Context: an optimization exercise on an open-source flow, tuned for small area, a short achievable clock period and few clock cycles per item. The choices shown serve that exercise and are no tape-out recipe.
The RTL was checked by simulation tests, not by an equivalence proof against the original design.

==> 06-15 <==
// fft1024
module fft1024
(
    input clk,
    input rst_n,
    input start,
    output reg finish,
    input clear,
    input [31:0] dout0,
    output reg oce0,
    output reg ce0,
    output reg wre0,
    output reg [10:0] ad0,
    output reg [31:0] din0,
    input [31:0] dout1,
    output reg oce1,
    output reg ce1,
    output reg wre1,
    output reg [10:0] ad1,
    output reg [31:0] din1,
    input [15:0] dout_w,
    output reg oce_w,
    output reg ce_w,
    output reg [10:0] ad_w
);
Settings: LEC_CHECK=0, ABC_AREA=1, CAP_MARGIN=20, CORE_MARGIN=2, CORE_UTILIZATION=60, PLACE_DENSITY=0.7, SLEW_MARGIN=20; clock period 16.0 ns.
standard.sh (not shown) runs the stock make flow with config.mk's settings and CLKGATE_MAP_FILE= SYNTH_SCRIPT=/design/flow/synth_recipe.tcl, a recipe that flattens the netlist after the stock synthesis.
==> flow/flow/run.sh <==
#!/bin/bash
set -o pipefail
export BUFFER_PORTS_ARGS="-buffer_cell sky130_fd_sc_hd__buf_2"
cp standard.sh standard_copy.txt 2>/dev/null
bash standard.sh > standard.log 2>&1
==> inputs of 08-18, as changes to 06-15 <==
--- a/flow/design.v
+++ b/flow/design.v
@@ -1407,15 +1407,15 @@
 wire [10:0] e0_adim = e0_sr ? {9'd0 - e0_i, 2'b00} : {e0_i, 2'b00};
 reg       e1_v, e2_v, e3_v;
 reg       e1_x, e2_x, e3_x;      
 reg       e1_b, e2_b, e3_b;      
 reg [8:0] e1_a0, e2_a0;
 reg [8:0] e1_a1, e2_a1, e3_a1;
 reg       e1_sr, e2_sr;
-wire done = run && !ph && (s == 4'd10) && !e1_v && !e2_v && !e3_v;
+wire done = run && !ph && (s == 4'd10) && !e1_v && !e2_v && !(e3_v && !e3_x);
 always @(posedge clk or negedge rst_n) begin
     if (!rst_n) begin
         run <= 1'b0;
         ph <= 1'b0;
         s <= 4'd0;
         u <= 9'd0;
         gap <= 1'b0;
@@ -1474,15 +1474,15 @@
 wire r1_0 = e0_v && !e0_x && !e0_b;             
 wire r1_1 = e0_v && (e0_x || e0_b);             
 wire r0_0 = e1_v && (e1_x || !e1_b);            
 wire r0_1 = e1_v && !e1_x && e1_b;              
 wire w0_0 = e2_v && (e2_x || !e2_b);            
 wire w0_1 = e2_v && !e2_x && e2_b;              
 wire w1_0 = e3_v && !e3_x && !e3_b;             
-wire w1_1 = e3_v && (e3_x || e3_b);               
+wire w1_1 = (e3_v && !e3_x && e3_b) || (e2_v && e2_x);   
 always @(posedge clk or negedge rst_n) begin
     if (!rst_n) begin
         ce0 <= 1'b0; oce0 <= 1'b0; wre0 <= 1'b0;
         ce1 <= 1'b0; oce1 <= 1'b0; wre1 <= 1'b0;
         ce_w <= 1'b0; oce_w <= 1'b0;
     end
     else if (run && !done) begin
@@ -1506,15 +1506,15 @@
     if (!ph) begin
         ad0 <= {2'b00, r1_0 ? e0_a1 : e1_a0};
         ad1 <= {2'b00, r1_1 ? e0_a1 : e1_a0};
         ad_w <= e0_adre;
     end
     else begin
         ad0 <= {2'b00, w0_0 ? e2_a0 : e3_a1};
-        ad1 <= {2'b00, w0_1 ? e2_a0 : e3_a1};
+        ad1 <= {2'b00, w0_1 ? e2_a0 : (e2_x ? e2_a1 : e3_a1)};
         ad_w <= e0_adim;
     end
 end
 reg [14:0] tw;                  
 reg [31:0] x1;                  
 reg [31:0] x0;                  
 reg [15:0] rrr, rir;            
@@ -1550,14 +1550,14 @@
 wire [31:0] y1 = {t1re[WW-1:SH], t1im[WW-1:SH]};
 always @(posedge clk) begin
     tw <= dout_w[14:0];
     x0 <= (e2_x || !e2_b) ? dout0 : dout1;           
     rrr <= rrr_n;                                     
     rir <= rir_n;                                     
     din0 <= (e2_x || !e2_b) ? y0 : hold;              
-    din1 <= (e2_b && !e2_x) ? y0 : hold;              
+    din1 <= e2_x ? y1 : (e2_b ? y0 : hold);           
     if (!ph)
         x1 <= (e1_x || e1_b) ? dout1 : dout0;
     else
         hold <= y1;
 end
 endmodule
CORE_UTILIZATION = 40   (was 60)
CTS_CLUSTER_DIAMETER = 40   (was unset)
CTS_CLUSTER_SIZE = 50   (was unset)
PLACE_DENSITY = unset   (was 0.7)
==> inputs of 01-02, as changes to 06-15 <==
CORE_UTILIZATION = 40   (was 60)
PLACE_DENSITY = unset   (was 0.7)
==> summary of the runs <==
- The lowest via count belongs to 01-02, the highest to 08-18.
- The highest maximum frequency belongs to 06-15, the lowest to 01-02.
- Critical path depth is the same in 06-15 and 01-02.
- The highest non-clock buffer count belongs to 08-18, the lowest to 01-02.
==> figures <==
item	06-15	01-02	08-18
Die Wd	242 um	295 um	298 um
Worst setup endpoint	ce0	oce1	finish
FF-to-FF path depth	12	10	12
Fraction of final layout cells with drive strength greater than 1	7.59%	7.87%	8.78%
Cell with the most instances after synthesis	inv_1	inv_1	nand2_1
Outcome	complete, no violations	complete, no violations	complete, no violations
Met2 routed wirelength	41.7 mm	46.5 mm	46.1 mm
# diodes	2	1	0
Floorplan die area	58500 um^2	87200 um^2	88900 um^2
Testbench counts of 06-15, summed over its fixed seeds: cycles 123,000, ffts 12.
Testbench counts of 08-18, summed over its fixed seeds: cycles 122,976, ffts 12.
Testbench counts of 01-02, summed over its fixed seeds: cycles 123,000, ffts 12.

[afterwards: timing with drivers on the ports]
Ports are ideal in the flow. The routed layouts listed here were re-timed in OpenROAD. Step 1: set_driving_cell puts a clkbuf_16 on clk and a buf_2 on each other input, an assumption about the parent block. Step 2 also shifts input and output timing later by t, the mid clock arrival at the registers, as if the neighbouring blocks saw the same clock. Slacks: ideal / step 1 / step 2; pairs: ideal / step 1.
run | t (ns) | setup slack, ns | worst data-port slew with drivers (ns) | cell pins on the clock port's net
06-15 | 0.655 | 11.680 / 11.615 / 11.555 | 0.04 | 1
08-18 | 0.687 | 11.668 / 11.598 / 11.692 | 0.04 | 1
01-02 | 0.667 | 11.595 / 11.524 / 11.649 | 0.06 | 1
After both steps setup and hold are still met in every run listed. For 06-15, which loses most, drivers alone change the setup slack by -0.065 ns; drivers and shift together by -0.125 ns.
